This is an optimization exercise on Yosys and OpenROAD, whose aim is small area, not a production implementation. The RTL was checked by simulation tests, not by an equivalence proof against the original design. Power is estimated from default activity; no workload was simulated.

[design/flow/config.mk]
export PLATFORM = sky130hd
export DESIGN_NAME = cpu
export DESIGN_NICKNAME = cpu
export VERILOG_FILES = /design/flow/design.v
export SDC_FILE = /design/flow/constraint.sdc
export NUM_CORES = 4
export LEC_CHECK = 0
export CAP_MARGIN = 20
export CORE_MARGIN = 2
export CORE_UTILIZATION = 45
export CTS_BUF_LIST = sky130_fd_sc_hd__clkbuf_8
export CTS_CLUSTER_DIAMETER = 50
export CTS_CLUSTER_SIZE = 16
export SLEW_MARGIN = 20
export SYNTH_HIERARCHICAL = 1
[design/flow/constraint.sdc]
create_clock -name core_clock -period 11.5 [get_ports {clk}]
set_input_delay 2.3000 -clock core_clock [delete_from_list [all_inputs] [get_ports {clk}]]
set_output_delay 2.3000 -clock core_clock [all_outputs]
set_load 0.01 [all_outputs]
[design/flow/design.v]
module alu(
  input [15:0] a,
  input [15:0] b,
  input [15:0] s0,
  input [15:0] s1,
  input [5:0] sel,
  output [15:0] out
);
wire is_inc = sel[5:2] == 4'b0000;
wire is_sub = sel[5] & ~sel[4] & (sel[3] | sel[0]);
wire [15:0] p = is_inc ? {14'd0, sel[1:0]} : b;
wire [15:0] q = a ^ {16{is_sub}};
wire [15:0] sum;
wire co;
add16 add(.x(p), .y(q), .ci(is_sub), .s(sum), .co(co));
wire cf = ~co;
wire zf = a == b;           
wire of = (b[15] & ~a[15] & ~sum[15]) | (~b[15] & a[15] & sum[15]);
wire lt = sum[15] ^ of;
wire left = sel[1];
wire fill = sel[0] & s1[15];
wire [15:0] sh;
shr16 shr(.x(s1), .left(left), .fill(fill), .n(s0), .y(sh));
wire [15:0] prod;
mul16 mul(.a(s1), .b(s0), .y(prod));
wire f_inc   = sel[5:2] == 4'b0000;
wire f_not   = sel == 6'b000100;
wire f_sign  = {sel[5:2], sel[0]} == 5'b00011;
wire f_exts  = sel == 6'b000110;
wire f_b     = sel[5:3] == 3'b001;
wire f_and   = sel == 6'b010000;
wire f_or    = sel == 6'b010001;
wire f_xor   = sel[5:1] == 5'b01001;
wire f_shr   = sel[5:1] == 5'b01010;
wire f_shl   = sel == 6'b010110;
wire f_add   = sel[5:1] == 5'b10000;
wire f_mul   = sel == 6'b100010;
wire f_cmp   = sel[5:3] == 3'b101;
wire f_addz  = sel[5:4] == 2'b11;
wire addz_a  = f_addz & (s0[0] ^ sel[0]);      
wire en_sum  = f_inc | f_add | (f_addz & ~addz_a);
wire [3:0] t = ({4{f_not}}  & 4'b0011)
             | ({4{f_sign | f_exts | addz_a}} & 4'b1100)
             | ({4{f_b}}    & 4'b1010)
             | ({4{f_and}}  & 4'b1000)
             | ({4{f_or}}   & 4'b1110)
             | ({4{f_xor}}  & 4'b0110);
wire [3:0] t15 = f_sign ? 4'b0011 : t;
wire [15:0] ax = {a[15:8] | {8{f_exts & a[7]}}, a[7:0]};
logic flag;
always @* begin
  case (sel[2:0])
    3'd0: flag = zf;
    3'd1: flag = ~zf;
    3'd2: flag = lt;
    3'd3: flag = lt | zf;
    3'd4: flag = cf;
    3'd5: flag = cf | zf;
    default: flag = 1'b0;
  endcase
end
wire [15:0] shl = rev16(sh);
wire [15:0] lut;
wire [15:0] lx;
genvar k;
generate
  for (k = 0; k < 16; k = k + 1) begin : outbit
    wire [3:0] tk = (k == 15) ? t15 : t;
    mux4_g lm(.d0(tk[0]), .d1(tk[1]), .d2(tk[2]), .d3(tk[3]), .s0(b[k]), .s1(ax[k]), .y(lut[k]));
    ao4_g om(.e1(en_sum), .d1(sum[k]), .e2(f_shr), .d2(sh[k]), .e3(f_shl), .d3(shl[k]),
             .e4(f_mul), .d4(prod[k]), .x(lx[k]), .y(out[k]));
  end
endgenerate
assign lx = {lut[15:1], lut[0] | (f_cmp & flag)};
function [15:0] rev16(input [15:0] x);
  integer k;
  begin
    for (k = 0; k < 16; k = k + 1)
      rev16[k] = x[15-k];
  end
endfunction
endmodule
module add16(
  input [15:0] x,
  input [15:0] y,
  input ci,
  output [15:0] s,
  output co
);
wire [8:0] c;
assign c[0] = ci;
genvar i;
generate
  for (i = 0; i < 8; i = i + 1) begin : lo
    fa fa(.a(x[i]), .b(y[i]), .c(c[i]), .s(s[i]), .co(c[i+1]));
  end
endgenerate
wire [8:0] c0;
wire [7:0] s0;
ha ha0(.a(x[8]), .b(y[8]), .s(s0[0]), .co(c0[1]));
wire [8:0] c1;
wire [7:0] s1;
xnor_g xs1(.a(x[8]), .b(y[8]), .y(s1[0]));
or_g oc1(.a(x[8]), .b(y[8]), .y(c1[1]));
generate
  for (i = 1; i < 8; i = i + 1) begin : hi
    fa fa0(.a(x[8+i]), .b(y[8+i]), .c(c0[i]), .s(s0[i]), .co(c0[i+1]));
    fa fa1(.a(x[8+i]), .b(y[8+i]), .c(c1[i]), .s(s1[i]), .co(c1[i+1]));
  end
endgenerate
assign s[15:8] = c[8] ? s1 : s0;
assign co = c[8] ? c1[8] : c0[8];
endmodule
module ha(input a, input b, output s, output co);
assign s = a ^ b;
assign co = a & b;
endmodule
module shr16(
  input [15:0] x,
  input left,
  input fill,
  input [15:0] n,
  output [15:0] y
);
wire [15:0] l0, l1, l2, l3, l4;    
genvar i;
generate
  for (i = 0; i < 16; i = i + 1) begin : st
    mux2i_g m0(.a(x[i]), .b(x[15-i]), .s(left), .y(l0[i]));
    mux2i_g m1(.a(l0[i]), .b(i + 1 < 16 ? l0[i+1] : ~fill), .s(n[0]), .y(l1[i]));
    mux2i_g m2(.a(l1[i]), .b(i + 2 < 16 ? l1[i+2] : fill), .s(n[1]), .y(l2[i]));
    mux2i_g m3(.a(l2[i]), .b(i + 4 < 16 ? l2[i+4] : ~fill), .s(n[2]), .y(l3[i]));
    mux2i_g m4(.a(l3[i]), .b(i + 8 < 16 ? l3[i+8] : fill), .s(n[3]), .y(l4[i]));
  end
endgenerate
assign y = (n[15:4] != 12'd0) ? {16{fill}} : ~l4;
endmodule
module mux4_g(input d0, input d1, input d2, input d3, input s0, input s1, output y);
assign y = s1 ? (s0 ? d3 : d2) : (s0 ? d1 : d0);
endmodule
module ao4_g(input e1, input d1, input e2, input d2, input e3, input d3,
             input e4, input d4, input x, output y);
assign y = (e1 & d1) | (e2 & d2) | (e3 & d3) | (e4 & d4) | x;
endmodule
module mux2i_g(input a, input b, input s, output y);
assign y = ~(s ? b : a);
endmodule
module sel3(input u, input d, input h, input a, input b, input c, output y);
assign y = (u & a) | (d & b) | (h & c);
endmodule
module rd1(input p0_n, input p0, input p1_sel, input p1, output y);
wire n1;
nand2_g g1(.a(p1_sel), .b(p1), .y(n1));
o21ai_g g2(.a1(p0_n), .a2(p0), .b1(n1), .y(y));
endmodule
module ao5(input e1, input d1, input e2, input d2, input e3, input d3,
           input e4, input d4, input e5, input d5, output y);
wire n1, n2;
a222oi_g g1(.a1(e1), .a2(d1), .b1(e2), .b2(d2), .c1(e3), .c2(d3), .y(n1));
a22oi_g g2(.a1(e4), .a2(d4), .b1(e5), .b2(d5), .y(n2));
nand2_g g3(.a(n1), .b(n2), .y(y));
endmodule
module nand2_g(input a, input b, output y);
assign y = ~(a & b);
endmodule
module o21ai_g(input a1, input a2, input b1, output y);
assign y = ~((a1 | a2) & b1);
endmodule
module a222oi_g(input a1, input a2, input b1, input b2, input c1, input c2, output y);
assign y = ~((a1 & a2) | (b1 & b2) | (c1 & c2));
endmodule
module a22oi_g(input a1, input a2, input b1, input b2, output y);
assign y = ~((a1 & a2) | (b1 & b2));
endmodule
module decoder(
  input [17:0] insn,
  output sign,
  output [15:0] imm_mask,
  output [2:0] src_a,
  output [1:0] src_b,
  output [5:0] alu_sel,
  output wr_stk1,
  output pop,
  output push,
  output load_stk,
  output load_fp,
  output load_gp,
  output load_ip,
  output load_isr,
  output cpop,
  output cpush,
  output byt,
  output dmem_ren,
  output dmem_wen,
  output set_ien, clear_ien,
  output call,
  output pmem_wenh, pmem_wenl
);
assign imm_mask = calc_imm_mask(insn[17:14]);
assign {sign, src_a, src_b, alu_sel,
  load_stk, load_fp, load_gp, load_ip, load_isr,
  push, pop, cpush, cpop,
  wr_stk1, byt, dmem_ren, dmem_wen,
  set_ien, clear_ien, call, pmem_wenh, pmem_wenl} = decode(insn);
function [29:0] decode(input [17:0] insn);
  logic sign;
  logic [2:0] src_a;
  logic [1:0] pp;
  logic [4:0] load;
  sign = insn[11];
  src_a = {1'b0, insn[13:12]};
  pp = insn[7:6];
  load = src_a === 3'h3;
  decode = 30'd0;
  casex (insn)
    18'b11_xxxx_xxxx_xxxx_xxxx:  
      decode = {1'b0, 3'h0, 2'h1,  6'h0f,     18'b10000_1000_0000_00_000};
    18'b00_00xx_xxxx_xxxx_xxxx:  
      decode = {sign, 3'h3,   2'h1,  6'h20,   18'b00010_0010_0000_00_100};
    18'b00_0100_xxxx_xxxx_xxxx:  
      decode = {sign, 3'h3,   2'h1,  6'h20,   18'b00010_0000_0000_00_000};
    18'b00_0101_xxxx_xxxx_xxxx:  
      decode = {sign, src_a, 2'h1,  6'h20,   18'b01000_0000_0000_00_000};
    18'b00_0110_xxxx_xxxx_xxxx:  
      decode = {sign, 3'h3,   2'h1,  6'h30,  18'b00010_0100_0000_00_000};
    18'b00_1000_xxxx_xxxx_xxxx:  
      decode = {1'b0, src_a, 2'h1,  6'h0f,     18'b10000_1000_0110_00_000};
    18'b00_10xx_xxxx_xxxx_xxxx:  
      decode = {1'b0, src_a, 2'h1,  6'h20,   18'b10000_1000_0110_00_000};
    18'b00_1100_xxxx_xxxx_xxxx:  
      decode = {1'b0, src_a, 2'h1,  6'h0f,     18'b00000_0100_0101_00_000};
    18'b00_11xx_xxxx_xxxx_xxxx:  
      decode = {1'b0, src_a, 2'h1,  6'h20,   18'b00000_0100_0101_00_000};
    18'b01_0000_xxxx_xxxx_xxx0:  
      decode = {1'b0, src_a, 2'h1,  6'h0f,     18'b10000_1000_0010_00_000};
    18'b01_00xx_xxxx_xxxx_xxx0:  
      decode = {1'b0, src_a, 2'h1,  6'h20,   18'b10000_1000_0010_00_000};
    18'b01_0000_xxxx_xxxx_xxx1:  
      decode = {1'b0, src_a, 2'h1,  6'h0f,     18'b00000_0100_0001_00_000};
    18'b01_00xx_xxxx_xxxx_xxx1:  
      decode = {1'b0, src_a, 2'h1,  6'h20,   18'b00000_0100_0001_00_000};
    18'b01_01xx_xxxx_xxxx_xxxx:  
      decode = {1'b0, src_a, 2'h1,  6'h20,   18'b10000_1000_0000_00_000};
    18'b01_11xx_0xxx_xxxx_xxxx:  
      decode = {1'b0, 3'h0, 2'h0, insn[5:0],  18'b10000_0000_0000_00_000 | (pp << 11)};
    18'b01_11xx_1xxx_xx00_0x00:  
      decode = {1'b0, 3'h4, 2'h1,  6'h00,     18'b00010_0001_0000_00_000};
    18'b01_11xx_1xxx_xx00_0x01:  
      decode = {1'b0, 3'h0, 2'h1,  6'h00,     18'b00010_0110_0000_00_100};
    18'b01_11xx_1xxx_xx00_0x10:  
      decode = {1'b0, 3'h4, 2'h1,  6'h00,     18'b01000_0001_0000_00_000};
    18'b01_11xx_1xxx_xx00_0x11:  
      decode = {1'b0, 3'h1,   2'h1,  6'h00,     18'b00000_0010_0000_00_000};
    18'b01_11xx_1xxx_xx00_10x0:  
      decode = {1'b0, 3'h0, 2'h1,  6'h00,     18'b10000_0000_0010_00_000};
    18'b01_11xx_1xxx_xx00_1100:  
      decode = {1'b0, 3'h0, 2'h1,  6'h00,     18'b10000_0100_1001_00_000};
    18'b01_11xx_1xxx_xx00_1110:  
      decode = {1'b0, 3'h0, 2'h1,  6'h00,     18'b00000_0100_1001_00_000};
    18'b01_11xx_1xxx_xx00_10x1:  
      decode = {1'b0, 3'h0, 2'h1,  6'h00,     18'b10000_0000_0110_00_000};
    18'b01_11xx_1xxx_xx00_1101:  
      decode = {1'b0, 3'h0, 2'h1,  6'h00,     18'b10000_0100_1101_00_000};
    18'b01_11xx_1xxx_xx00_1111:  
      decode = {1'b0, 3'h0, 2'h1,  6'h00,     18'b00000_0100_1101_00_000};
    18'b01_11xx_1xxx_xxx1_xx0x:  
      decode = {1'b0, 3'h3,   2'h2,  6'h0f,     18'b00010_0010_0000_00_000};
    18'b01_11xx_1xxx_xxx1_xx1x:  
      decode = {1'b0, 3'h4, 2'h1,  6'h00,     18'b00010_0001_0000_10_000};
    18'b01_11xx_1xxx_xx1x_x000:  
      decode = {1'b0, 3'h0, 2'h1,  6'h00,     18'b01000_0100_0000_00_000};
    18'b01_11xx_1xxx_xx1x_x001:  
      decode = {1'b0, 3'h0, 2'h1,  6'h00,     18'b00100_0100_0000_00_000};
    18'b01_11xx_1xxx_xx1x_x010:  
      decode = {1'b0, 3'h0, 2'h1,  6'h00,     18'b00001_0100_0000_00_000};
    18'b01_11xx_1xxx_xx1x_x100:  
      decode = {1'b0, 3'h0, 2'h1,  6'h00,     18'b10000_0100_1000_00_010};
    18'b01_11xx_1xxx_xx1x_x101:  
      decode = {1'b0, 3'h0, 2'h1,  6'h00,     18'b10000_0100_1000_00_001};
  endcase
endfunction
function [15:0] calc_imm_mask(input [3:0] op);
begin
  casex (op)
    4'b11xx: calc_imm_mask = 16'hffff;  
    4'b0000: calc_imm_mask = 16'h3fff;  
    4'b0100: calc_imm_mask = 16'h0ffe;  
    default: calc_imm_mask = 16'h0fff;  
  endcase
end
endfunction
endmodule
module mul16(input [15:0] a, input [15:0] b, output [15:0] y);
wire p0_0 = ~(a[0] & b[0]);
wire p1_0 = ~(a[1] & b[0]);
wire p2_0 = ~(a[2] & b[0]);
wire p3_0 = ~(a[3] & b[0]);
wire p4_0 = ~(a[4] & b[0]);
wire p5_0 = ~(a[5] & b[0]);
wire p6_0 = ~(a[6] & b[0]);
wire p7_0 = ~(a[7] & b[0]);
wire p8_0 = ~(a[8] & b[0]);
wire p9_0 = ~(a[9] & b[0]);
wire p10_0 = ~(a[10] & b[0]);
wire p11_0 = ~(a[11] & b[0]);
wire p12_0 = ~(a[12] & b[0]);
wire p13_0 = ~(a[13] & b[0]);
wire p14_0 = ~(a[14] & b[0]);
wire p15_0 = ~(a[15] & b[0]);
wire p0_1 = ~(a[0] & b[1]);
wire p1_1 = ~(a[1] & b[1]);
wire p2_1 = ~(a[2] & b[1]);
wire p3_1 = ~(a[3] & b[1]);
wire p4_1 = ~(a[4] & b[1]);
wire p5_1 = ~(a[5] & b[1]);
wire p6_1 = ~(a[6] & b[1]);
wire p7_1 = ~(a[7] & b[1]);
wire p8_1 = ~(a[8] & b[1]);
wire p9_1 = ~(a[9] & b[1]);
wire p10_1 = ~(a[10] & b[1]);
wire p11_1 = ~(a[11] & b[1]);
wire p12_1 = ~(a[12] & b[1]);
wire p13_1 = ~(a[13] & b[1]);
wire p14_1 = ~(a[14] & b[1]);
wire p0_2 = ~(a[0] & b[2]);
wire p1_2 = ~(a[1] & b[2]);
wire p2_2 = ~(a[2] & b[2]);
wire p3_2 = ~(a[3] & b[2]);
wire p4_2 = ~(a[4] & b[2]);
wire p5_2 = ~(a[5] & b[2]);
wire p6_2 = ~(a[6] & b[2]);
wire p7_2 = ~(a[7] & b[2]);
wire p8_2 = ~(a[8] & b[2]);
wire p9_2 = ~(a[9] & b[2]);
wire p10_2 = ~(a[10] & b[2]);
wire p11_2 = ~(a[11] & b[2]);
wire p12_2 = ~(a[12] & b[2]);
wire p13_2 = ~(a[13] & b[2]);
wire p0_3 = ~(a[0] & b[3]);
wire p1_3 = ~(a[1] & b[3]);
wire p2_3 = ~(a[2] & b[3]);
wire p3_3 = ~(a[3] & b[3]);
wire p4_3 = ~(a[4] & b[3]);
wire p5_3 = ~(a[5] & b[3]);
wire p6_3 = ~(a[6] & b[3]);
wire p7_3 = ~(a[7] & b[3]);
wire p8_3 = ~(a[8] & b[3]);
wire p9_3 = ~(a[9] & b[3]);
wire p10_3 = ~(a[10] & b[3]);
wire p11_3 = ~(a[11] & b[3]);
wire p12_3 = ~(a[12] & b[3]);
wire p0_4 = ~(a[0] & b[4]);
wire p1_4 = ~(a[1] & b[4]);
wire p2_4 = ~(a[2] & b[4]);
wire p3_4 = ~(a[3] & b[4]);
wire p4_4 = ~(a[4] & b[4]);
wire p5_4 = ~(a[5] & b[4]);
wire p6_4 = ~(a[6] & b[4]);
wire p7_4 = ~(a[7] & b[4]);
wire p8_4 = ~(a[8] & b[4]);
wire p9_4 = ~(a[9] & b[4]);
wire p10_4 = ~(a[10] & b[4]);
wire p11_4 = ~(a[11] & b[4]);
wire p0_5 = ~(a[0] & b[5]);
wire p1_5 = ~(a[1] & b[5]);
wire p2_5 = ~(a[2] & b[5]);
wire p3_5 = ~(a[3] & b[5]);
wire p4_5 = ~(a[4] & b[5]);
wire p5_5 = ~(a[5] & b[5]);
wire p6_5 = ~(a[6] & b[5]);
wire p7_5 = ~(a[7] & b[5]);
wire p8_5 = ~(a[8] & b[5]);
wire p9_5 = ~(a[9] & b[5]);
wire p10_5 = ~(a[10] & b[5]);
wire p0_6 = ~(a[0] & b[6]);
wire p1_6 = ~(a[1] & b[6]);
wire p2_6 = ~(a[2] & b[6]);
wire p3_6 = ~(a[3] & b[6]);
wire p4_6 = ~(a[4] & b[6]);
wire p5_6 = ~(a[5] & b[6]);
wire p6_6 = ~(a[6] & b[6]);
wire p7_6 = ~(a[7] & b[6]);
wire p8_6 = ~(a[8] & b[6]);
wire p9_6 = ~(a[9] & b[6]);
wire p0_7 = ~(a[0] & b[7]);
wire p1_7 = ~(a[1] & b[7]);
wire p2_7 = ~(a[2] & b[7]);
wire p3_7 = ~(a[3] & b[7]);
wire p4_7 = ~(a[4] & b[7]);
wire p5_7 = ~(a[5] & b[7]);
wire p6_7 = ~(a[6] & b[7]);
wire p7_7 = ~(a[7] & b[7]);
wire p8_7 = ~(a[8] & b[7]);
wire p0_8 = ~(a[0] & b[8]);
wire p1_8 = ~(a[1] & b[8]);
wire p2_8 = ~(a[2] & b[8]);
wire p3_8 = ~(a[3] & b[8]);
wire p4_8 = ~(a[4] & b[8]);
wire p5_8 = ~(a[5] & b[8]);
wire p6_8 = ~(a[6] & b[8]);
wire p7_8 = ~(a[7] & b[8]);
wire p0_9 = ~(a[0] & b[9]);
wire p1_9 = ~(a[1] & b[9]);
wire p2_9 = ~(a[2] & b[9]);
wire p3_9 = ~(a[3] & b[9]);
wire p4_9 = ~(a[4] & b[9]);
wire p5_9 = ~(a[5] & b[9]);
wire p6_9 = ~(a[6] & b[9]);
wire p0_10 = ~(a[0] & b[10]);
wire p1_10 = ~(a[1] & b[10]);
wire p2_10 = ~(a[2] & b[10]);
wire p3_10 = ~(a[3] & b[10]);
wire p4_10 = ~(a[4] & b[10]);
wire p5_10 = ~(a[5] & b[10]);
wire p0_11 = ~(a[0] & b[11]);
wire p1_11 = ~(a[1] & b[11]);
wire p2_11 = ~(a[2] & b[11]);
wire p3_11 = ~(a[3] & b[11]);
wire p4_11 = ~(a[4] & b[11]);
wire p0_12 = ~(a[0] & b[12]);
wire p1_12 = ~(a[1] & b[12]);
wire p2_12 = ~(a[2] & b[12]);
wire p3_12 = ~(a[3] & b[12]);
wire p0_13 = ~(a[0] & b[13]);
wire p1_13 = ~(a[1] & b[13]);
wire p2_13 = ~(a[2] & b[13]);
wire p0_14 = ~(a[0] & b[14]);
wire p1_14 = ~(a[1] & b[14]);
wire p0_15 = ~(a[0] & b[15]);
wire s0, c0;
han ha0 (.a(p0_1), .b(p1_0), .s(s0), .co(c0));
wire s1, c1;
fa fa1 (.a(p0_2), .b(p1_1), .c(p2_0), .s(s1), .co(c1));
wire s2, c2;
han ha2 (.a(c0), .b(s1), .s(s2), .co(c2));
wire s3, c3;
fa fa3 (.a(p0_3), .b(p1_2), .c(p2_1), .s(s3), .co(c3));
wire s4, c4;
fa fa4 (.a(p3_0), .b(c1), .c(s3), .s(s4), .co(c4));
wire s5, c5;
han ha5 (.a(c2), .b(s4), .s(s5), .co(c5));
wire s6, c6;
fa fa6 (.a(p0_4), .b(p1_3), .c(p2_2), .s(s6), .co(c6));
wire s7, c7;
fa fa7 (.a(p3_1), .b(p4_0), .c(c3), .s(s7), .co(c7));
wire s8, c8;
fa fa8 (.a(s6), .b(c4), .c(s7), .s(s8), .co(c8));
wire s9, c9;
han ha9 (.a(c5), .b(s8), .s(s9), .co(c9));
wire s10, c10;
fa fa10 (.a(p0_5), .b(p1_4), .c(p2_3), .s(s10), .co(c10));
wire s11, c11;
fa fa11 (.a(p3_2), .b(p4_1), .c(p5_0), .s(s11), .co(c11));
wire s12, c12;
fa fa12 (.a(c6), .b(s10), .c(s11), .s(s12), .co(c12));
wire s13, c13;
fa fa13 (.a(c7), .b(s12), .c(c8), .s(s13), .co(c13));
wire s14, c14;
han ha14 (.a(c9), .b(s13), .s(s14), .co(c14));
wire s15, c15;
fa fa15 (.a(p0_6), .b(p1_5), .c(p2_4), .s(s15), .co(c15));
wire s16, c16;
fa fa16 (.a(p3_3), .b(p4_2), .c(p5_1), .s(s16), .co(c16));
wire s17, c17;
fa fa17 (.a(p6_0), .b(c10), .c(c11), .s(s17), .co(c17));
wire s18, c18;
fa fa18 (.a(s15), .b(s16), .c(c12), .s(s18), .co(c18));
wire s19, c19;
fa fa19 (.a(s17), .b(s18), .c(c13), .s(s19), .co(c19));
wire s20, c20;
han ha20 (.a(c14), .b(s19), .s(s20), .co(c20));
wire s21, c21;
fa fa21 (.a(p0_7), .b(p1_6), .c(p2_5), .s(s21), .co(c21));
wire s22, c22;
fa fa22 (.a(p3_4), .b(p4_3), .c(p5_2), .s(s22), .co(c22));
wire s23, c23;
fa fa23 (.a(p6_1), .b(p7_0), .c(c15), .s(s23), .co(c23));
wire s24, c24;
fa fa24 (.a(c16), .b(s21), .c(s22), .s(s24), .co(c24));
wire s25, c25;
fa fa25 (.a(c17), .b(s23), .c(s24), .s(s25), .co(c25));
wire s26, c26;
fa fa26 (.a(c18), .b(s25), .c(c19), .s(s26), .co(c26));
wire s27, c27;
han ha27 (.a(c20), .b(s26), .s(s27), .co(c27));
wire s28, c28;
fa fa28 (.a(p0_8), .b(p1_7), .c(p2_6), .s(s28), .co(c28));
wire s29, c29;
fa fa29 (.a(p3_5), .b(p4_4), .c(p5_3), .s(s29), .co(c29));
wire s30, c30;
fa fa30 (.a(p6_2), .b(p7_1), .c(p8_0), .s(s30), .co(c30));
wire s31, c31;
fa fa31 (.a(c21), .b(c22), .c(s28), .s(s31), .co(c31));
wire s32, c32;
fa fa32 (.a(s29), .b(s30), .c(c23), .s(s32), .co(c32));
wire s33, c33;
fa fa33 (.a(c24), .b(s31), .c(s32), .s(s33), .co(c33));
wire s34, c34;
fa fa34 (.a(c25), .b(s33), .c(c26), .s(s34), .co(c34));
wire s35, c35;
han ha35 (.a(c27), .b(s34), .s(s35), .co(c35));
wire s36, c36;
fa fa36 (.a(p0_9), .b(p1_8), .c(p2_7), .s(s36), .co(c36));
wire s37, c37;
fa fa37 (.a(p3_6), .b(p4_5), .c(p5_4), .s(s37), .co(c37));
wire s38, c38;
fa fa38 (.a(p6_3), .b(p7_2), .c(p8_1), .s(s38), .co(c38));
wire s39, c39;
fa fa39 (.a(p9_0), .b(c28), .c(c29), .s(s39), .co(c39));
wire s40, c40;
fa fa40 (.a(c30), .b(s36), .c(s37), .s(s40), .co(c40));
wire s41, c41;
fa fa41 (.a(s38), .b(c31), .c(s39), .s(s41), .co(c41));
wire s42, c42;
fa fa42 (.a(s40), .b(c32), .c(s41), .s(s42), .co(c42));
wire s43, c43;
fa fa43 (.a(c33), .b(s42), .c(c34), .s(s43), .co(c43));
wire s44, c44;
han ha44 (.a(c35), .b(s43), .s(s44), .co(c44));
wire s45, c45;
fa fa45 (.a(p0_10), .b(p10_0), .c(p1_9), .s(s45), .co(c45));
wire s46, c46;
fa fa46 (.a(p2_8), .b(p3_7), .c(p4_6), .s(s46), .co(c46));
wire s47, c47;
fa fa47 (.a(p5_5), .b(p6_4), .c(p7_3), .s(s47), .co(c47));
wire s48, c48;
fa fa48 (.a(p8_2), .b(p9_1), .c(c36), .s(s48), .co(c48));
wire s49, c49;
fa fa49 (.a(c37), .b(c38), .c(s45), .s(s49), .co(c49));
wire s50, c50;
fa fa50 (.a(s46), .b(s47), .c(c39), .s(s50), .co(c50));
wire s51, c51;
fa fa51 (.a(c40), .b(s48), .c(s49), .s(s51), .co(c51));
wire s52, c52;
fa fa52 (.a(c41), .b(s50), .c(s51), .s(s52), .co(c52));
wire s53, c53;
fa fa53 (.a(c42), .b(s52), .c(c43), .s(s53), .co(c53));
wire s54, c54;
han ha54 (.a(c44), .b(s53), .s(s54), .co(c54));
wire s55, c55;
fa fa55 (.a(p0_11), .b(p10_1), .c(p11_0), .s(s55), .co(c55));
wire s56, c56;
fa fa56 (.a(p1_10), .b(p2_9), .c(p3_8), .s(s56), .co(c56));
wire s57, c57;
fa fa57 (.a(p4_7), .b(p5_6), .c(p6_5), .s(s57), .co(c57));
wire s58, c58;
fa fa58 (.a(p7_4), .b(p8_3), .c(p9_2), .s(s58), .co(c58));
wire s59, c59;
fa fa59 (.a(c45), .b(c46), .c(c47), .s(s59), .co(c59));
wire s60, c60;
fa fa60 (.a(s55), .b(s56), .c(s57), .s(s60), .co(c60));
wire s61, c61;
fa fa61 (.a(s58), .b(c48), .c(c49), .s(s61), .co(c61));
wire s62, c62;
fa fa62 (.a(s59), .b(s60), .c(c50), .s(s62), .co(c62));
wire s63, c63;
fa fa63 (.a(c51), .b(s61), .c(s62), .s(s63), .co(c63));
wire s64, c64;
fa fa64 (.a(c52), .b(s63), .c(c53), .s(s64), .co(c64));
wire s65, c65;
han ha65 (.a(c54), .b(s64), .s(s65), .co(c65));
wire s66, c66;
fa fa66 (.a(p0_12), .b(p10_2), .c(p11_1), .s(s66), .co(c66));
wire s67, c67;
fa fa67 (.a(p12_0), .b(p1_11), .c(p2_10), .s(s67), .co(c67));
wire s68, c68;
fa fa68 (.a(p3_9), .b(p4_8), .c(p5_7), .s(s68), .co(c68));
wire s69, c69;
fa fa69 (.a(p6_6), .b(p7_5), .c(p8_4), .s(s69), .co(c69));
wire s70, c70;
fa fa70 (.a(p9_3), .b(c55), .c(c56), .s(s70), .co(c70));
wire s71, c71;
fa fa71 (.a(c57), .b(c58), .c(s66), .s(s71), .co(c71));
wire s72, c72;
fa fa72 (.a(s67), .b(s68), .c(s69), .s(s72), .co(c72));
wire s73, c73;
fa fa73 (.a(c59), .b(c60), .c(s70), .s(s73), .co(c73));
wire s74, c74;
fa fa74 (.a(s71), .b(s72), .c(c61), .s(s74), .co(c74));
wire s75, c75;
fa fa75 (.a(s73), .b(c62), .c(s74), .s(s75), .co(c75));
wire s76, c76;
fa fa76 (.a(c63), .b(s75), .c(c64), .s(s76), .co(c76));
wire s77, c77;
han ha77 (.a(c65), .b(s76), .s(s77), .co(c77));
wire s78, c78;
fa fa78 (.a(p0_13), .b(p10_3), .c(p11_2), .s(s78), .co(c78));
wire s79, c79;
fa fa79 (.a(p12_1), .b(p13_0), .c(p1_12), .s(s79), .co(c79));
wire s80, c80;
fa fa80 (.a(p2_11), .b(p3_10), .c(p4_9), .s(s80), .co(c80));
wire s81, c81;
fa fa81 (.a(p5_8), .b(p6_7), .c(p7_6), .s(s81), .co(c81));
wire s82, c82;
fa fa82 (.a(p8_5), .b(p9_4), .c(c66), .s(s82), .co(c82));
wire s83, c83;
fa fa83 (.a(c67), .b(c68), .c(c69), .s(s83), .co(c83));
wire s84, c84;
fa fa84 (.a(s78), .b(s79), .c(s80), .s(s84), .co(c84));
wire s85, c85;
fa fa85 (.a(s81), .b(c70), .c(c71), .s(s85), .co(c85));
wire s86, c86;
fa fa86 (.a(c72), .b(s82), .c(s83), .s(s86), .co(c86));
wire s87, c87;
fa fa87 (.a(s84), .b(c73), .c(s85), .s(s87), .co(c87));
wire s88, c88;
fa fa88 (.a(s86), .b(c74), .c(s87), .s(s88), .co(c88));
wire s89, c89;
fa fa89 (.a(c75), .b(s88), .c(c76), .s(s89), .co(c89));
wire s90, c90;
han ha90 (.a(c77), .b(s89), .s(s90), .co(c90));
wire s91, c91;
fa fa91 (.a(p0_14), .b(p10_4), .c(p11_3), .s(s91), .co(c91));
wire s92, c92;
fa fa92 (.a(p12_2), .b(p13_1), .c(p14_0), .s(s92), .co(c92));
wire s93, c93;
fa fa93 (.a(p1_13), .b(p2_12), .c(p3_11), .s(s93), .co(c93));
wire s94, c94;
fa fa94 (.a(p4_10), .b(p5_9), .c(p6_8), .s(s94), .co(c94));
wire s95, c95;
fa fa95 (.a(p7_7), .b(p8_6), .c(p9_5), .s(s95), .co(c95));
wire s96, c96;
fa fa96 (.a(c78), .b(c79), .c(c80), .s(s96), .co(c96));
wire s97, c97;
fa fa97 (.a(c81), .b(s91), .c(s92), .s(s97), .co(c97));
wire s98, c98;
fa fa98 (.a(s93), .b(s94), .c(s95), .s(s98), .co(c98));
wire s99, c99;
fa fa99 (.a(c82), .b(c83), .c(c84), .s(s99), .co(c99));
wire s100, c100;
fa fa100 (.a(s96), .b(s97), .c(s98), .s(s100), .co(c100));
wire s101, c101;
fa fa101 (.a(c85), .b(c86), .c(s99), .s(s101), .co(c101));
wire s102, c102;
fa fa102 (.a(s100), .b(c87), .c(s101), .s(s102), .co(c102));
wire s103, c103;
fa fa103 (.a(c88), .b(s102), .c(c89), .s(s103), .co(c103));
wire s104, c104;
han ha104 (.a(c90), .b(s103), .s(s104), .co(c104));
wire x105 = p0_15 ^ p10_5 ^ p11_4;
wire x106 = p12_3 ^ p13_2 ^ p14_1;
wire x107 = p15_0 ^ p1_14 ^ p2_13;
wire x108 = p3_12 ^ p4_11 ^ p5_10;
wire x109 = p6_9 ^ p7_8 ^ p8_7;
wire x110 = p9_6 ^ x105 ^ x106;
wire x111 = x107 ^ x108 ^ x109;
wire x112 = c91 ^ c92 ^ c93;
wire x113 = c94 ^ c95 ^ x110;
wire x114 = x111 ^ x112 ^ c96;
wire x115 = c97 ^ c98 ^ x113;
wire x116 = x114 ^ c99 ^ c100;
wire x117 = x115 ^ x116 ^ c101;
wire x118 = x117 ^ c102 ^ c103;
wire x119 = ~(c104 ^ x118);
assign y[0] = ~p0_0;
assign y[1] = ~s0;
assign y[2] = ~s2;
assign y[3] = ~s5;
assign y[4] = ~s9;
assign y[5] = ~s14;
assign y[6] = ~s20;
assign y[7] = ~s27;
assign y[8] = ~s35;
assign y[9] = ~s44;
assign y[10] = ~s54;
assign y[11] = ~s65;
assign y[12] = ~s77;
assign y[13] = ~s90;
assign y[14] = ~s104;
assign y[15] = ~x119;
endmodule
module fa(input a, input b, input c, output s, output co);
assign s = a ^ b ^ c;
assign co = (a & b) | (a & c) | (b & c);
endmodule
module han(input a, input b, output s, output co);
xnor_g xs(.a(a), .b(b), .y(s));
or_g oc(.a(a), .b(b), .y(co));
endmodule
module xnor_g(input a, input b, output y);
assign y = ~(a ^ b);
endmodule
module or_g(input a, input b, output y);
assign y = a | b;
endmodule
module cpu#(
  parameter CLOCK_HZ = 27_000_000
) (
  input  rst,
  input  clk,
  input  irq,
  output dmem_ren,
  output dmem_wen,
  output dmem_byt,
  output [14-1:0] dmem_addr,
  input  [15:0] dmem_rdata,
  output [15:0] dmem_wdata,
  output pmem_wenh, pmem_wenl,
  output [14-1:0] pmem_addr,
  input  [17:0] pmem_rdata,
  output [17:0] pmem_wdata
);
logic reg1, reg2;            
logic irq_pend, ien;
logic [17:0] insn;
logic [15:0] fp, gp, ip, isr;
logic addr_d0;               
wire ph_dec   = ~reg1 & ~reg2;
wire ph_exec  =  reg1 & ~reg2;
wire ph_rdmem =  reg1 &  reg2;
wire ph_fetch = ~reg1 &  reg2;
wire ph_half  = ~reg2;       
always @(posedge clk, posedge rst) begin
  if (rst) begin
    reg1 <= 1'b1;
    reg2 <= 1'b1;
  end else begin
    reg1 <= ~reg2;
    reg2 <= reg1;
  end
end
logic sign, wr_stk1;
logic [15:0] imm_mask;
logic [2:0] d_src_a;
logic [1:0] d_src_b;
logic [5:0] d_alu;
logic d_pop, d_push, d_stk, d_fp, d_gp, d_ip, d_isr, d_cpop, d_cpush, d_byt,
  d_ren, d_wen, d_set_ien, d_clear_ien, d_call, d_wenh, d_wenl;
decoder decoder(
  .insn(insn),
  .sign(sign),
  .imm_mask(imm_mask),
  .src_a(d_src_a),
  .src_b(d_src_b),
  .alu_sel(d_alu),
  .wr_stk1(wr_stk1),
  .pop(d_pop),
  .push(d_push),
  .load_stk(d_stk),
  .load_fp(d_fp),
  .load_gp(d_gp),
  .load_ip(d_ip),
  .load_isr(d_isr),
  .cpop(d_cpop),
  .cpush(d_cpush),
  .byt(d_byt),
  .dmem_ren(d_ren),
  .dmem_wen(d_wen),
  .set_ien(d_set_ien),
  .clear_ien(d_clear_ien),
  .call(d_call),
  .pmem_wenh(d_wenh),
  .pmem_wenl(d_wenl)
);
wire irq_masked = ien & irq;
wire np = ~irq_pend;
wire xp = np & ph_exec;      
wire stk_phase = d_ren ? ph_rdmem : ph_exec;
wire pop      = d_pop & xp;
wire push     = d_push & np & stk_phase;
wire load_stk = d_stk & np & stk_phase;
wire load_fp  = d_fp & xp;
wire load_gp  = d_gp & xp;
wire load_isr = d_isr & xp;
wire load_ip  = ((d_ip | irq_pend) & ph_exec) | (ph_fetch & ~irq_masked);
wire cpop     = d_cpop & xp;
wire cpush    = (d_cpush | irq_pend) & ph_dec;
wire set_ien  = d_set_ien & xp;
wire clear_ien = (d_clear_ien | irq_pend) & ph_exec;
assign dmem_ren  = ph_rdmem & d_ren;
assign dmem_wen  = d_wen & xp;
assign dmem_byt  = d_byt & np;
assign pmem_wenh = d_wenh & xp;
assign pmem_wenl = d_wenl & xp;
logic [15:0] stack0, stack1, cstack0, alu_out;
logic [15:0] sp [0:15];
logic sa;
logic [3:0] sd;
logic snz;                   
wire s_rd0_n = ~(snz & ~sa);
wire s_rd1 = snz & sa;
rd1 s_rd[15:0] (.p0_n(s_rd0_n), .p0(sp[0]), .p1_sel(s_rd1), .p1(sp[1]), .y(stack1));
wire s_down = ~pop & (push | ~sa);
wire s0_mem  = load_stk & dmem_ren;
wire s0_hi   = s0_mem & dmem_byt & addr_d0;        
wire s0_lo   = s0_mem & ~(dmem_byt & addr_d0);     
wire s0_up   = s0_mem & ~dmem_byt;                 
wire s0_alu  = load_stk & ~dmem_ren;
wire s0_po   = ~load_stk & pop;
wire s0_h    = ~load_stk & ~pop & ~push;
wire [15:0] stack0_next;
ao5 s0_lo_sel[7:0] (.e1(s0_alu), .d1(alu_out[7:0]), .e2(s0_lo), .d2(dmem_rdata[7:0]),
  .e3(s0_hi), .d3(dmem_rdata[15:8]), .e4(s0_po), .d4(stack1[7:0]), .e5(s0_h), .d5(stack0[7:0]),
  .y(stack0_next[7:0]));
ao5 s0_hi_sel[15:8] (.e1(s0_alu), .d1(alu_out[15:8]), .e2(s0_up), .d2(dmem_rdata[15:8]),
  .e3(1'b0), .d3(1'b0), .e4(s0_po), .d4(stack1[15:8]), .e5(s0_h), .d5(stack0[15:8]),
  .y(stack0_next[15:8]));
always @(posedge clk, posedge rst) begin
  if (rst)
    stack0 <= 16'd0;
  else
    stack0 <= stack0_next;
end
always @(posedge clk, posedge rst) begin
  if (rst)
    sd <= 4'd0;
  else if (pop)
    sd <= (sd == 4'd0) ? 4'd0 : sd - 4'd1;
  else if (push)
    sd <= (sd == 4'd15) ? 4'd15 : sd + 4'd1;
end
always @(posedge clk, posedge rst) begin
  if (rst)
    snz <= 1'b0;
  else if (pop)
    snz <= sd[3:1] != 3'd0;
  else if (push)
    snz <= 1'b1;
end
always @(posedge clk, posedge rst) begin
  if (rst)
    sa <= 1'b0;
  else if (~push & ~pop)
    sa <= ~sa;
end
wire [15:0] sp_next [0:14];
genvar g, b;
generate
  for (g = 0; g < 15; g = g + 1) begin : sp_pos
    for (b = 0; b < 16; b = b + 1) begin : sp_bit
      mux2i_g m(.a(sp[g+1][b]), .b(g == 0 ? stack0[b] : sp[g-1][b]), .s(s_down), .y(sp_next[g][b]));
    end
  end
endgenerate
integer i;
always @(posedge clk) begin
  for (i = 0; i < 15; i = i + 1)
    sp[i] <= sp_next[i];
  sp[15] <= ~sp[14];
end
logic [15:0] cp [0:15];
logic ca;
logic [3:0] cd;
logic cnz;                   
wire [15:0] cstack1;
wire c_rd0_n = ~(cnz & ~ca);
wire c_rd1 = cnz & ca;
rd1 c_rd[15:0] (.p0_n(c_rd0_n), .p0(cp[0]), .p1_sel(c_rd1), .p1(cp[1]), .y(cstack1));
wire c_down = ~cpop & (cpush | ~ca);
wire c0_po = ~cpush & cpop;
wire c0_h  = ~cpush & ~cpop;
wire [15:0] cstack0_next;
sel3 c0_sel[15:0] (.u(cpush), .d(c0_po), .h(c0_h), .a(alu_out), .b(cstack1), .c(cstack0), .y(cstack0_next));
always @(posedge clk, posedge rst) begin
  if (rst)
    cstack0 <= 16'd0;
  else
    cstack0 <= cstack0_next;
end
always @(posedge clk, posedge rst) begin
  if (rst)
    cd <= 4'd0;
  else if (cpop)
    cd <= (cd == 4'd0) ? 4'd0 : cd - 4'd1;
  else if (cpush)
    cd <= (cd == 4'd15) ? 4'd15 : cd + 4'd1;
end
always @(posedge clk, posedge rst) begin
  if (rst)
    cnz <= 1'b0;
  else if (cpop)
    cnz <= cd[3:1] != 3'd0;
  else if (cpush)
    cnz <= 1'b1;
end
always @(posedge clk, posedge rst) begin
  if (rst)
    ca <= 1'b0;
  else if (~cpush & ~cpop)
    ca <= ~ca;
end
wire [15:0] cp_next [0:14];
generate
  for (g = 0; g < 15; g = g + 1) begin : cp_pos
    for (b = 0; b < 16; b = b + 1) begin : cp_bit
      mux2i_g m(.a(cp[g+1][b]), .b(g == 0 ? cstack0[b] : cp[g-1][b]), .s(c_down), .y(cp_next[g][b]));
    end
  end
endgenerate
always @(posedge clk) begin
  for (i = 0; i < 15; i = i + 1)
    cp[i] <= cp_next[i];
  cp[15] <= ~cp[14];
end
logic [15:0] src_a, src_b, imm;
wire a_fp   = ph_half & np & (d_src_a == 3'h1);
wire a_gp   = ph_half & np & (d_src_a == 3'h2);
wire a_ip   = ~ph_half | (d_src_a == 3'h3) | irq_pend | (d_call & ph_dec);
wire a_cstk = ph_half & np & (d_src_a == 3'h4);
assign src_a = a_fp ? fp
             : a_gp ? gp
             : a_ip ? ip
             : a_cstk ? cstack0
             : stack0;
assign imm = (insn[15:0] & imm_mask) | (sign ? {~imm_mask[15:10], 10'd0} : 16'd0);
assign src_b = irq_pend ? isr
             : d_src_b == 2'h0 ? stack1
             : d_src_b == 2'h1 ? imm
             : isr;
wire [5:0] alu_sel = ph_exec ? (irq_pend ? 6'h0f : d_alu)
                   : ph_fetch ? 6'h01 : 6'h00;
alu alu(
  .a(src_a),
  .b(src_b),
  .s0(stack0),
  .s1(stack1),
  .sel(alu_sel),
  .out(alu_out)
);
assign dmem_addr = alu_out[14-1:0];
assign pmem_addr = alu_out[14-1:0];
wire [15:0] wdata_raw = wr_stk1 ? stack1 : stack0;
assign dmem_wdata = alu_out[0] ? {wdata_raw[7:0], 8'd0} : wdata_raw;
assign pmem_wdata = {wdata_raw[1:0], wdata_raw};
always @(posedge clk, posedge rst) begin
  if (rst)
    fp <= 16'h4000;
  else if (load_fp)
    fp <= alu_out;
end
always @(posedge clk, posedge rst) begin
  if (rst)
    gp <= 16'h0100;
  else if (load_gp)
    gp <= alu_out;
end
always @(posedge clk, posedge rst) begin
  if (rst)
    ip <= 16'h0;
  else if (load_ip)
    ip <= alu_out;
end
always @(posedge clk, posedge rst) begin
  if (rst)
    isr <= 16'd0;
  else if (load_isr)
    isr <= alu_out;
end
always @(posedge clk, posedge rst) begin
  if (rst)
    insn <= 18'd0;
  else if (ph_fetch)
    insn <= pmem_rdata;
end
always @(posedge clk, posedge rst) begin
  if (rst)
    addr_d0 <= 1'b0;
  else
    addr_d0 <= alu_out[0];
end
always @(posedge clk, posedge rst) begin
  if (rst)
    ien <= 1'b1;
  else if (set_ien)
    ien <= 1'b1;
  else if (clear_ien)
    ien <= 1'b0;
end
always @(posedge clk, posedge rst) begin
  if (rst)
    irq_pend <= 1'b0;
  else if (ph_fetch)
    irq_pend <= irq_masked;
end
endmodule
[design/flow/flow/run.sh]
#!/bin/bash
set -euo pipefail
bash standard.sh \
  "BUFFER_PORTS_ARGS=-buffer_cell sky130_fd_sc_hd__buf_1" \
  "CTS_ARGS=-sink_clustering_enable -repair_clock_nets -sink_clustering_size 16 -sink_clustering_max_diameter 50 -buf_list sky130_fd_sc_hd__clkbuf_8 -dont_use_dummy_load" \
  finish > flow.log 2>&1
[design/flow/standard.sh]
#!/bin/bash
# synth_recipe.tcl (not shown) runs the flow's synth.tcl, then flattens the netlist and writes it again
# the make line also repeats each setting of config.mk as NAME=value (left out here)
make -C /OpenROAD-flow-scripts/flow DESIGN_CONFIG=/design/flow/config.mk WORK_HOME=/design/flow/orfs CLKGATE_MAP_FILE= SYNTH_SCRIPT=/design/flow/synth_recipe.tcl "${@:-finish}"
==> results of run 1 <==
kinds of logic after synthesis:
group	share of synthesized area (%)
multiplexers	24.0
flip-flops	45.6
AND/OR/NAND/NOR	9.00
AO/OA/AOI/OAI	7.59
buffers and inverters	3.38
adder cells (fa/ha/maj)	8.01
XOR/XNOR	2.35
other	0.0380
modules after synthesis (local to each module, per instance), excerpt:
module	flip-flops and latches	area (um2)	copies in the design	cells inside
a222oi_g	0	10.0	16	1
a22oi_g	0	12.5	16	1
alu	0	900	1	124
cpu	643	16900	1	1186
decoder	0	873	1	146
ha	0	12.5	1	1
mux2i_g	0	10.0	560	1
mux4_g	0	22.5	16	1
nand2_g	0	3.75	48	1
o21ai_g	0	5.00	32	1
or_g	0	6.26	15	1
sel3	0	13.8	16	2
xnor_g	0	8.76	15	1
layer usage:
| metal | global-route usage (%) | vias to the layer above | wire (um) |
|---|---|---|---|
| met3 | 4.11 | 136 | 4510 |
| met4 | 6.90 | 6 | 2090 |
| met1 | 30.8 | 9854 | 34100 |
| li1 | - | 9371 | - |
| met5 | 0 | - | 40 |
| met2 | 34.4 | 558 | 33300 |
final cells by class:
cell class | instances | area [um2]
inverter | 90 | 343
fill | 5975 | 33300
clock buffer | 71 | 977
tap | 864 | 1080
sequential | 643 | 13500
timing repair buffer | 168 | 923
antenna | 3 | 7.51
multi-input combinational | 1779 | 15300
worst min-delay path by stage:
stage / startpoint / endpoint / depth (start not counted)
floorplan: cp[14][0] / cp[15][0] / 1
global placement: cp[14][14] / cp[15][14] / 1
detailed placement: cp[14][4] / cp[15][4] / 1
CTS: sp[1][4] / sp[2][4] / 1
global route: sp[14][4] / sp[15][4] / 1
finish: sp[14][4] / sp[15][4] / 1
power breakdown:
part / switching (mW) / leakage (nW) / internal (mW) / total [mW]
Clock: 0.717 / 0.511 / 0.547 / 1.26
Combinational: 3.15 / 7.91 / 2.50 / 5.65
Sequential: 0.501 / 5.92 / 3.04 / 3.54
repair_timing:
item,CTS,global route
gates resized for setup,1,6
setup endpoints to repair,18,18
pin swaps,0,1
buffers inserted,0,3
Yosys cell counts (7+ instances only):
library cell	n	area share, %
sky130_fd_sc_hd__mux2i_1	578	20
sky130_fd_sc_hd__dfxtp_1	512	35
sky130_fd_sc_hd__nand2_1	331	4.2
sky130_fd_sc_hd__dfrtp_1	126	11
sky130_fd_sc_hd__fa_1	113	7.6
sky130_fd_sc_hd__inv_1	90	1.1
sky130_fd_sc_hd__nor2_1	74	0.94
sky130_fd_sc_hd__mux2_2	69	2.6
sky130_fd_sc_hd__xnor2_1	53	1.6
sky130_fd_sc_hd__a21oi_1	51	0.86
sky130_fd_sc_hd__a222oi_1	48	1.6
sky130_fd_sc_hd__o21ai_0	47	0.79
sky130_fd_sc_hd__buf_4	41	1.0
sky130_fd_sc_hd__clkbuf_1	37	0.47
sky130_fd_sc_hd__nor2b_1	37	0.78
sky130_fd_sc_hd__o21ai_1	32	0.54
sky130_fd_sc_hd__xor2_1	24	0.71
sky130_fd_sc_hd__buf_2	23	0.39
sky130_fd_sc_hd__a31oi_1	19	0.40
sky130_fd_sc_hd__a311oi_1	17	0.50
sky130_fd_sc_hd__or2_1	17	0.36
sky130_fd_sc_hd__a22oi_2	16	0.68
sky130_fd_sc_hd__mux4_2	16	1.2
sky130_fd_sc_hd__and2_1	13	0.27
sky130_fd_sc_hd__nand2b_1	11	0.23
sky130_fd_sc_hd__a21oi_2	10	0.30
sky130_fd_sc_hd__nor3_1	10	0.17
sky130_fd_sc_hd__o22ai_2	10	0.42
sky130_fd_sc_hd__ha_1	9	0.38
sky130_fd_sc_hd__mux2_4	9	0.46
sky130_fd_sc_hd__and3_1	8	0.17
sky130_fd_sc_hd__nand3_1	8	0.14
sky130_fd_sc_hd__o22ai_1	8	0.17
sky130_fd_sc_hd__or2_2	8	0.17
sky130_fd_sc_hd__a211oi_1	7	0.18
sky130_fd_sc_hd__a21o_1	7	0.18
sky130_fd_sc_hd__nor3b_1	7	0.18
metrics by stage:
step	setup WS (ns)	total power, mW	hold WS [ns]
floorplan	0.0798	8.25	0.352
global placement	0.743	9.04	0.358
detailed placement	0.557	9.21	0.359
CTS	0.0380	10.5	0.339
global route	0.0316	11.2	0.345
finish	0.402	10.5	0.341
==> impl_metrics.env, run 1 <==
export IMPL_floorplan_io_pins=104
export IMPL_number_of_buffer_cells_added_on_primary_ports=103
export IMPL_post_route_cell_area_mm2=0.0322
export IMPL_crit_path_required_time_ns=9.20
export IMPL_clk_transition_reported_paths_ns=0.09
export IMPL_timing_final_setup_violations=0
export IMPL_dieHeight_um=261
export IMPL_worst_path_most_repeated_cell="sky130_fd_sc_hd__fa_1"
export IMPL_ys_async_sr_fraction_pct=20.4
export IMPL_fin_crit_ns=11.10
export IMPL_first_pass_grt_wire_length_um=116000
export IMPL_max_cap_viol_count=0
export IMPL_final_common_cell="sky130_fd_sc_hd__mux2i_1"
export IMPL_mostFrequentLayoutCells="578 x sky130_fd_sc_hd__mux2i_1, 512 x sky130_fd_sc_hd__dfxtp_1, 330 x sky130_fd_sc_hd__nand2_1"
export IMPL_synth_seq_area_share_pct=45.6
export IMPL_rows=94
export IMPL_route_detailed_vias_per_inst=5.51
export IMPL_ff2ff_path_depth=26
export IMPL_worst_path_cell_chain="nand2b_1 > o21ai_1 > nand2_1 > fa_1 > fa_1 > fa_1 > fa_1 > fa_1 > fa_1 > fa_1 > fa_1 > fa_1 > fa_1 > fa_1 > fa_1 > xnor2_1 > inv_1 > a222oi_1 > nand2_1 > buf_1"
export IMPL_tightest_slew_ns=1.19
export IMPL_clock_skew_ns=0.113
export IMPL_critical_path_class="flop to output port"
export IMPL_post_synth_inst_count=2599
export IMPL_final_cell_count_no_fill=3618
export IMPL_routedWlPerCell_um=20.5
export IMPL_cts_buffers_inserted=71
export IMPL_synth_area_per_cell_um2=11.4
export IMPL_fin_tns_setup_ns=0
export IMPL_antenna_found_initial=5
export IMPL_timing_hold_violations_final=0
export IMPL_initial_utilization_pct=45.3
export IMPL_fmax_mhz=90.1
export IMPL_core_mm2=0.0655
export IMPL_cellLeakagePower_nw=14.3
export IMPL_grt_max_degree=167
export IMPL_cp_buffers_inverters=2
export IMPL_detail_route_drc_violations=0
export IMPL_placement_cell_area_mm2=0.0311
export IMPL_fp_dieArea_mm2=0.0680
export IMPL_synth_yosys_warnings=13
export IMPL_detailedPlacementHpwl_um=52400
export IMPL_r2r_end="stack0[15]"
export IMPL_clock_root_buffer="sky130_fd_sc_hd__clkbuf_8"
export IMPL_outcome="complete, no violations"
export IMPL_crit_path_top_delay_cell="sky130_fd_sc_hd__o21ai_1"
export IMPL_htree_levels=3
export IMPL_firstDrtPassIters=6
export IMPL_hp_class="flop to flop"
export IMPL_critical_path_reg2reg_startpoint="sa"
export IMPL_crit_cells=20
export IMPL_yosys_cell_types_count=88
export IMPL_first_global_vias=20200
export IMPL_setup_worst_path_start_class="flop"
export IMPL_routed_wirelength_um=74000
export IMPL_groute_usage_overall_pct=22.0
export IMPL_post_place_cells=3540
export IMPL_postSynthRegisterBits=643
export IMPL_nets=2912
export IMPL_vdd_drop_max_mv=0.342
export IMPL_maxSlewHeadroom_pct=20.6
export IMPL_tritoncts="built"
export IMPL_route_antenna_remaining_nets=0
export IMPL_postLayoutCoreUtil_pct=49.1
export IMPL_r2r_setup_slack_ns=1.39
export IMPL_largest_registers="cp: 256 flops, sp: 256 flops, insn: 18 flops"
export IMPL_syn_to_final_growth_pct=8.53
export IMPL_number_of_drc_violations_after_detailed_routing_iteration_0=1404
export IMPL_routabilityCongestion=0.878
export IMPL_route_vias_total=19900
export IMPL_crit_path_end_kind="output port"
export IMPL_critical_path_max_stage_delay_ns=0.80
export IMPL_cp_max_fo=12
export IMPL_grt_setup_unrepaired="false"
export IMPL_power_density_cell_area_mw_per_mm2=325
export IMPL_overflow=0
export IMPL_ys_dominant_reg_cell="sky130_fd_sc_hd__dfxtp_1"
export IMPL_report_final_slew_viol_count=0
export IMPL_post_synth_instance_area_mm2=0.0297
export IMPL_timing_critical_path_from="sa"
export IMPL_period_share_pct=96.5
export IMPL_worstPathArrival_ns=8.80
export IMPL_synth_edff_count=0
export IMPL_clock_latency_ns=0.70
export IMPL_numClockSinks=643
export IMPL_final_layout_size_suffix_gt1_share_pct=11.7
export IMPL_die_width_um=261
export IMPL_cts_hold_buf=0
export IMPL_path_delay_family="adder cells"
export IMPL_worstSetupEndpoint="pmem_addr[13]"
export IMPL_cts_path_max_buffers=3
==> run 2: changes to the inputs <==
--- a/design/flow/design.v
+++ b/design/flow/design.v
@@ -16,3 +16,3 @@
 wire cf = ~co;
-wire zf = a == b;           
+wire zf = sum == 16'd0;     
 wire of = (b[15] & ~a[15] & ~sum[15]) | (~b[15] & a[15] & sum[15]);
@@ -954,8 +954,4 @@
 end
-always @(posedge clk, posedge rst) begin
-  if (rst)
-    addr_d0 <= 1'b0;
-  else
-    addr_d0 <= alu_out[0];
-end
+always @(posedge clk)
+  addr_d0 <= alu_out[0];
 always @(posedge clk, posedge rst) begin
==> design/flow/flow/run.sh (replaced) <==
#!/bin/bash
set -euo pipefail
bash standard.sh \
  "BUFFER_PORTS_ARGS=-buffer_cell sky130_fd_sc_hd__buf_1" \
  "CTS_ARGS=-sink_clustering_enable -repair_clock_nets -sink_clustering_size 18 -sink_clustering_max_diameter 60 -buf_list sky130_fd_sc_hd__clkbuf_8 -dont_use_dummy_load" \
  finish > flow.log 2>&1
==> impl_metrics.env, run 2 <==
export IMPL_antenna_found_initial=5
export IMPL_syn_to_final_growth_pct=7.75
export IMPL_synth_yosys_warnings=13
export IMPL_finalHoldWorstSlack_ns=0.307
export IMPL_synth_top_cells_by_count="577 x sky130_fd_sc_hd__mux2i_1, 513 x sky130_fd_sc_hd__dfxtp_1, 337 x sky130_fd_sc_hd__nand2_1, 125 x sky130_fd_sc_hd__dfrtp_1, 113 x sky130_fd_sc_hd__fa_1"
export IMPL_first_global_vias=20100
export IMPL_seq_power_share_pct=34.4
export IMPL_postSynthRegisterBits=643
export IMPL_min_delay_start="cp[14][1]"
export IMPL_fin_total_pwr_mw=10.3
export IMPL_fin_crit_ns=11.13
export IMPL_final_layout_size_suffix_gt1_share_pct=11.4
export IMPL_period_share_pct=96.8
export IMPL_grt_setup_unrepaired="false"
export IMPL_outcome="complete, no violations"
export IMPL_grt_max_degree=167
export IMPL_worstPathArrival_ns=8.83
export IMPL_setup_worst_path_start_class="flop"
export IMPL_fin_tns_setup_ns=0
export IMPL_first_pass_grt_wire_length_um=116000
export IMPL_post_synth_inst_count=2582
export IMPL_netSwitchingFraction_pct=42.2
export IMPL_tritoncts="built"
export IMPL_worst_path_cell_chain="nand2b_1 > o21ai_1 > nand2_1 > fa_1 > fa_1 > fa_1 > fa_1 > fa_1 > fa_1 > fa_1 > fa_1 > fa_1 > fa_1 > fa_1 > xnor2_1 > inv_1 > a222oi_1 > nand2_1 > buf_1"
export IMPL_routed_wirelength_um=73600
export IMPL_share_comb_of_total_power_pct=55.2
export IMPL_post_synth_instance_area_mm2=0.0295
export IMPL_ys_async_sr_fraction_pct=20.2
export IMPL_crit_path_end_kind="output port"
export IMPL_vdd_drop_max_mv=0.344
export IMPL_dieHeight_um=260
export IMPL_htree_levels=2
export IMPL_largest_registers="cp: 256 flops, sp: 256 flops, insn: 18 flops"
export IMPL_max_cap_viol_count=0
export IMPL_numClockSinks=643
export IMPL_die_width_um=260
export IMPL_cellLeakagePower_nw=14.2
export IMPL_tightest_slew_ns=1.13
export IMPL_nFillCells=6008
export IMPL_post_route_cell_area_mm2=0.0318
export IMPL_groute_usage_overall_pct=21.9
export IMPL_route_antenna_remaining_nets=0
export IMPL_critical_path_class="flop to output port"
export IMPL_fp_dieArea_mm2=0.0677
export IMPL_p_switching_mw=4.33
export IMPL_final_common_cell="sky130_fd_sc_hd__mux2i_1"
export IMPL_path_delay_family="adder cells"
export IMPL_overflow=0
export IMPL_synth_seq_area_share_pct=45.8
export IMPL_synth_area_top_cells="sky130_fd_sc_hd__dfxtp_1 35%, sky130_fd_sc_hd__mux2i_1 20%, sky130_fd_sc_hd__dfrtp_1 11%"
export IMPL_number_of_buffer_cells_added_on_primary_ports=103
export IMPL_maxSlewHeadroom_pct=24.5
export IMPL_crit_path_required_time_ns=9.20
export IMPL_number_of_drc_violations_after_detailed_routing_iteration_0=1430
export IMPL_timing_hold_violations_final=0
export IMPL_internal_power_mw=5.95
export IMPL_synth_top_area_share_pct=34.8
export IMPL_clock_power_share_pct=10.3
export IMPL_fmax_mhz=89.8
export IMPL_detail_route_drc_violations=0
export IMPL_most_common_cell_in_the_synthesized_netlist="sky130_fd_sc_hd__mux2i_1"
export IMPL_power_density_cell_area_mw_per_mm2=323
export IMPL_critical_path_max_stage_delay_ns=0.95
export IMPL_yosys_area_top_type="sky130_fd_sc_hd__dfxtp_1"
export IMPL_crit_path_top_delay_cell="sky130_fd_sc_hd__o21ai_1"
export IMPL_cts_path_max_buffers=3
export IMPL_postLayoutCoreUtil_pct=49.2
export IMPL_core_mm2=0.0647
export IMPL_detailedPlacementHpwl_um=52500
export IMPL_cts_buffers_inserted=50
export IMPL_worst_path_most_repeated_cell="sky130_fd_sc_hd__fa_1"
export IMPL_clock_skew_ns=0.117
export IMPL_yosys_cell_types_count=90
export IMPL_route_vias_total=19700
export IMPL_routedWlPerCell_um=20.6
export IMPL_cp_max_fo=8
export IMPL_firstDrtPassIters=8
export IMPL_critical_path_reg2reg_startpoint="sa"
export IMPL_placement_cell_area_mm2=0.0310
export IMPL_synth_area_per_cell_um2=11.4
export IMPL_clock_root_buffer="sky130_fd_sc_hd__clkbuf_8"
export IMPL_mostFrequentLayoutCells="577 x sky130_fd_sc_hd__mux2i_1, 513 x sky130_fd_sc_hd__dfxtp_1, 337 x sky130_fd_sc_hd__nand2_1"
export IMPL_initial_utilization_pct=45.6
export IMPL_cp_buffers_inverters=2
export IMPL_ys_dominant_reg_cell="sky130_fd_sc_hd__dfxtp_1"
export IMPL_report_final_slew_viol_count=0
export IMPL_floorplan_io_pins=104
export IMPL_clk_transition_reported_paths_ns=0.11
export IMPL_clock_latency_ns=0.70
export IMPL_hp_class="flop to flop"
export IMPL_rows=93
export IMPL_synth_edff_count=0
export IMPL_nets=2879
export IMPL_routabilityCongestion=0.896
export IMPL_timing_critical_path_from="sa"
export IMPL_timing_final_setup_violations=0
export IMPL_route_detailed_vias_per_inst=5.51
[run 2: power by group through the flow]
stage,registers [mW],logic [mW],clock network [mW]
after CTS,3.55,5.66,1.12
after global placement,3.56,5.53,0
after global routing,3.65,6.25,1.20
final,3.54,5.68,1.06
after floorplan,3.47,4.77,0
after detailed placement,3.59,5.63,0
[run 2: cell families after synthesis]
kind of cell    after synthesis  synth area share (%)
simple gates                574                  9.14
compound gates              302                  7.59
xor+xnor                     63                  1.92
other cells                   3                0.0381
mux                         676                  24.1
buf+inv                     201                  3.44
flops                       643                  45.8
fa+ha+maj                   120                  7.96
[run 2: what timing repair did]
item / 4_1_cts / 5_1_grt
endpoints found under the setup margin: 16 / 18
pin swaps: 0 / 1
hold buffers: 0 / 0
resized for setup: 4 / 13
setup buffers: 0 / 2
[run 2: stage by stage]
step                std cells  worst slack [ns]
detailed placement       3522             0.514
CTS                      3572             0.124
floorplan                2607            0.0798
finish                   3576             0.370
global route             3576           0.00466
global placement         3522             0.666
[run 2: path summary, 6_finish.rpt]
check                                 to  slack, ns  cells after the start
min in group asynchronous         gp[12]       1.71                      2
hold / removal                 cp[15][1]       0.31                      1
setup reg to reg              stack0[15]       1.70                     25
hold reg to reg                cp[15][1]       0.31                      1
setup / recovery           dmem_addr[13]       0.37                     19
max in group asynchronous       insn[14]       8.35                      3
[run 2: final cells by class]
cell class | instances | area [um2] | area share [%]
Antenna cell | 1 | 2.50 | 0.00787
Multi-Input combinational cell | 1763 | 15200 | 47.8
Clock buffer | 50 | 688 | 2.16
Timing Repair Buffer | 174 | 976 | 3.07
Tap cell | 855 | 1070 | 3.36
Inverter | 90 | 343 | 1.08
Sequential cell | 643 | 13500 | 42.6
[run 2: metal layers]
metal	routed length (um)	global-route usage (%)	part of all wire, %
met5	34	0	0.046
met4	1930	6.32	2.6
met3	4310	4.00	5.9
met2	33300	34.8	45
met1	34000	30.5	46
[run 2: Yosys stat by module (local to each module, per instance), a selection]
| module | cells inside | cell area [um2] | times used | flip-flops and latches |
|---|---|---|---|---|
| ha | 1 | 12.5 | 1 | 0 |
| fa | 1 | 20.0 | 113 | 0 |
| nand2_g | 1 | 3.75 | 48 | 0 |
| a22oi_g | 1 | 12.5 | 16 | 0 |
| mul16 | 196 | 906 | 1 | 0 |
| alu | 107 | 768 | 1 | 0 |
| sel3 | 2 | 13.8 | 16 | 0 |
| o21ai_g | 1 | 5.00 | 32 | 0 |
| or_g | 1 | 6.26 | 15 | 0 |
| ao4_g | 3 | 18.8 | 16 | 0 |
| shr16 | 25 | 219 | 1 | 0 |
| a222oi_g | 1 | 10.0 | 16 | 0 |

-- port drivers added, routing unchanged --
The flow's constraints put no driver on any port. The routed layouts listed below were extracted and timed again, unchanged, in two steps. Step 1: set_driving_cell puts a clkbuf_16 on clk and a buf_2 on each other input, an assumption about the parent block. Step 2, shift: input delay + t, output delay - t, t = (earliest + latest rising clock arrival at the registers) / 2. This alone moves slack from input paths to output paths. Slacks: ideal / step 1 / step 2; pairs: ideal / step 1.
run | t (ns) | setup WS [ns] | worst hold slack (ns) | worst slew at a driven data input, ns | pins driven straight from the clock port
run 1 | 0.705 | 0.402 / 0.341 / 1.045 | 0.341 / 0.341 / 0.341 | 0.07 | 1
run 2 | 0.712 | 0.370 / 0.305 / 1.017 | 0.307 / 0.307 / 0.307 | 0.07 | 1
After both steps every run listed still meets setup and hold.
